From an optimization exercise on the open Yosys and OpenROAD flow, aimed at small area and a short achievable clock period; shortcuts taken in it are not production practice. The RTL was checked by simulation tests, not by an equivalence proof against the original design. No activity file was given, so power comes from the tool's default toggle rates.

== red ==
Design combine_decoder, start of the top module:
module combine_decoder (data, start, clk, reset, 
                        version, IHL, type_of_ser, 
                        total_length, identification, flag, frag_offset,
                        time_to_live, protocol, src_ip, dest_ip,
                        len_ip_out, data_ip_out, wr_en_ip, ok_ip, fin_ip,
                        src_port_tcp, dest_port_tcp, seq_num, ack_num,
                        f_urg, f_ack, f_psh, f_rst, f_syn, f_fin, 
                        window, urg_ptr, option_av, mss, scale_wnd,
                        sack_nbr, sack_n0, sack_n1, sack_n2, sack_n3,
                        time_stp, option_err, len_tcp_data, data_tcp_out,
                        wr_en_tcp, ok_tcp, fin_tcp,
                        dest_port_udp, src_port_udp, len_udp_data, data_udp_out,
                        wr_en_udp, ok_udp, fin_udp, ok, fin);
For scale: roughly 4300 cells after synthesis, about 1200 flip-flops, roughly 870 I/O pins, ~55000 sq um of cells after synthesis.
export LEC_CHECK = 0
export CAP_MARGIN = 20
export CORE_MARGIN = 2
export CORE_UTILIZATION = 70
export PLACE_DENSITY = 0.8
export SLEW_MARGIN = 20
create_clock -name core_clock -period 35.0 [get_ports {clk}]
standard.sh (not shown) runs the stock make flow with config.mk's settings and CLKGATE_MAP_FILE= SYNTH_SCRIPT=/design/flow/synth_recipe.tcl, a recipe that flattens the netlist after the stock synthesis.
==> flow/flow/run.sh <==
#!/bin/bash
# The standard ORFS layout with three changes: the port buffers are the
# plain sky130_fd_sc_hd__buf_1 (buffer_ports otherwise picks a delay cell),
# clock tree sinks are clustered by up to 24 within 60 um under clkbuf_16
# without dummy loads, and the timing repair after CTS and global routing aims
# at a setup slack of 26.45 ns instead of 0, so the longest paths get sized and
# buffered.  Each make run's full output goes to its own log here; the tools'
# own logs are under orfs/logs.
set -euo pipefail
V=("BUFFER_PORTS_ARGS=-buffer_cell sky130_fd_sc_hd__buf_1"
   "CTS_ARGS=-sink_clustering_enable -repair_clock_nets -dont_use_dummy_load -sink_clustering_size 24 -sink_clustering_max_diameter 60 -buf_list sky130_fd_sc_hd__clkbuf_16")
bash standard.sh "${V[@]}" place > make_place.log 2>&1
bash standard.sh "${V[@]}" SETUP_SLACK_MARGIN=26.45 finish > make_finish.log 2>&1
## Diff of input files: blue against red
Settings: CORE_UTILIZATION changed from 70 to 65; PLACE_DENSITY changed from 0.8 to 0.75.
diff --git a/flow/flow/run.sh b/flow/flow/run.sh
--- a/flow/flow/run.sh
+++ b/flow/flow/run.sh
@@ -6 +6 @@
-# at a setup slack of 26.45 ns instead of 0, so the longest paths get sized and
+# at a setup slack of 26.3 ns instead of 0, so the longest paths get sized and
@@ -13 +13 @@
-bash standard.sh "${V[@]}" SETUP_SLACK_MARGIN=26.45 finish > make_finish.log 2>&1
+bash standard.sh "${V[@]}" SETUP_SLACK_MARGIN=26.3 finish > make_finish.log 2>&1
==> comparison <==
- Final standard cell count with taps included and fillers excluded for blue is higher than for red.
- Final non-filler cell area: blue < red
- Route | blue vs red | wire shorter in blue
- In blue, total of clock buffers placed in the layout is higher than in red.
- The higher final estimated routing congestion in global placement of red and blue is in blue.
Input changes introduced in green (baseline for comparison: blue):
diff --git a/flow/flow/run.sh b/flow/flow/run.sh
--- a/flow/flow/run.sh
+++ b/flow/flow/run.sh
@@ -5,2 +5,2 @@
-# without dummy loads, and the timing repair after CTS and global routing aims
-# at a setup slack of 26.3 ns instead of 0, so the longest paths get sized and
+# without dummy loads, and the timing repair after global routing aims at a
+# setup slack of 26.3 ns instead of 0, so the longest paths get sized and
@@ -12 +12 @@
-bash standard.sh "${V[@]}" place > make_place.log 2>&1
+bash standard.sh "${V[@]}" cts > make_cts.log 2>&1
## What came out
- green completed; timing, DRC and antenna clean
- Diff green..blue | fraction of power spent switching nets | negligible
- Going from blue to green, area after synthesis neither gained nor lost much, number of buffers inserted by post-CTS setup repair now smaller.
- Relative to blue, the met1 track demand over resource of green is higher by 0.24 points.
- Final-layout non-clock buffer area share: blue vs green — no meaningful difference
- From blue to green the numbers moved as follows: combinational share of power about even; number of inserted filler cells in the final layout increased 0.52%.


Setup of P:
Starting RTL as in the previous note.
export LEC_CHECK = 0
export CAP_MARGIN = 20
export CORE_MARGIN = 2
export CORE_UTILIZATION = 65
export PLACE_DENSITY = 0.75
export SLEW_MARGIN = 20
create_clock -name core_clock -period 35.0 [get_ports {clk}]
==> flow/flow/run.sh <==
#!/bin/bash
# The standard ORFS layout with three changes: the port buffers are the
# plain sky130_fd_sc_hd__buf_1 (buffer_ports otherwise picks a delay cell),
# clock tree sinks are clustered by up to 24 within 60 um under clkbuf_16
# without dummy loads, and the timing repair after CTS and global routing aims
# at a setup slack of 26.2 ns instead of 0, so the longest paths get sized and
# buffered.  Each make run's full output goes to its own log here; the tools'
# own logs are under orfs/logs.
set -euo pipefail
V=("BUFFER_PORTS_ARGS=-buffer_cell sky130_fd_sc_hd__buf_1"
   "CTS_ARGS=-sink_clustering_enable -repair_clock_nets -dont_use_dummy_load -sink_clustering_size 24 -sink_clustering_max_diameter 60 -buf_list sky130_fd_sc_hd__clkbuf_16")
bash standard.sh "${V[@]}" place > make_place.log 2>&1
bash standard.sh "${V[@]}" SETUP_SLACK_MARGIN=26.2 finish > make_finish.log 2>&1
P has completed all stages; timing, DRC and antenna checks passed.
Edits applied to the flow inputs when going from P to Q:
diff --git a/flow/flow/run.sh b/flow/flow/run.sh
--- a/flow/flow/run.sh
+++ b/flow/flow/run.sh
@@ -5,3 +5,3 @@
 # without dummy loads, and the timing repair after CTS and global routing aims
-# at a setup slack of 26.2 ns instead of 0, so the longest paths get sized and
+# at a setup slack of 26.6 ns instead of 0, so the longest paths get sized and
 # buffered.  Each make run's full output goes to its own log here; the tools'
@@ -12,2 +12,2 @@
 bash standard.sh "${V[@]}" place > make_place.log 2>&1
-bash standard.sh "${V[@]}" SETUP_SLACK_MARGIN=26.2 finish > make_finish.log 2>&1
+bash standard.sh "${V[@]}" SETUP_SLACK_MARGIN=26.6 finish > make_finish.log 2>&1
- Between Q and P, the worst hold margin does not differ in any meaningful way.
- Peak fanout along the critical path (higher): P
- Design internal power (Q vs. P) increases by a few percent
- When Q is set beside P, its sequential share of layout area turns out to be 5.3 points smaller.
- Diff P -> Q: share of cell area taken by multi-input logic gates went down, diode insertion count for antenna repair went up.
- The final layout from Q, which completed every stage, passed the timing, design-rule and antenna checks at the end of the flow.
- Multi-input combinational cell area (Q over P): increase, 1700 um^2
- Summary — power share of the clock group, Q relative to P: lower, by 0.2 points.
- The standby leakage power reported for Q is greater than that of P by 14%.

[separate check: timing with driven ports]
The flow's constraints put no driver on any port. The routed layouts listed below were extracted and timed again, unchanged, in two steps. Step 1 sets driving cells, clkbuf_16 on the clock port and buf_2 on the other inputs (assumed; they add their load-dependent delay and slew). Step 2 also shifts input and output timing later by t, the mid clock arrival at the registers, as if the neighbouring blocks saw the same clock. Three values: ideal ports, drivers, drivers and shift; two values: the first two.
| run | shift t [ns] | setup WS [ns] | latest minus earliest clock arrival (ns) | slew at the worst register clock pin (ns) |
|---|---|---|---|---|
| red | 0.705 | 26.281 / 26.199 / 25.761 | 0.077 / 0.077 | 0.10 / 0.10 |
| blue | 0.703 | 26.211 / 26.140 / 25.643 | 0.113 / 0.113 | 0.09 / 0.09 |
| green | 0.706 | 26.047 / 25.974 / 25.656 | 0.115 / 0.115 | 0.09 / 0.09 |
| P | 0.705 | 26.157 / 26.082 / 25.636 | 0.114 / 0.114 | 0.09 / 0.09 |
| Q | 0.709 | 26.320 / 26.244 / 25.881 | 0.120 / 0.120 | 0.10 / 0.10 |
After both steps every run listed still meets setup and hold. For blue, which loses most, drivers alone change the setup slack by -0.071 ns; drivers and shift together by -0.568 ns.
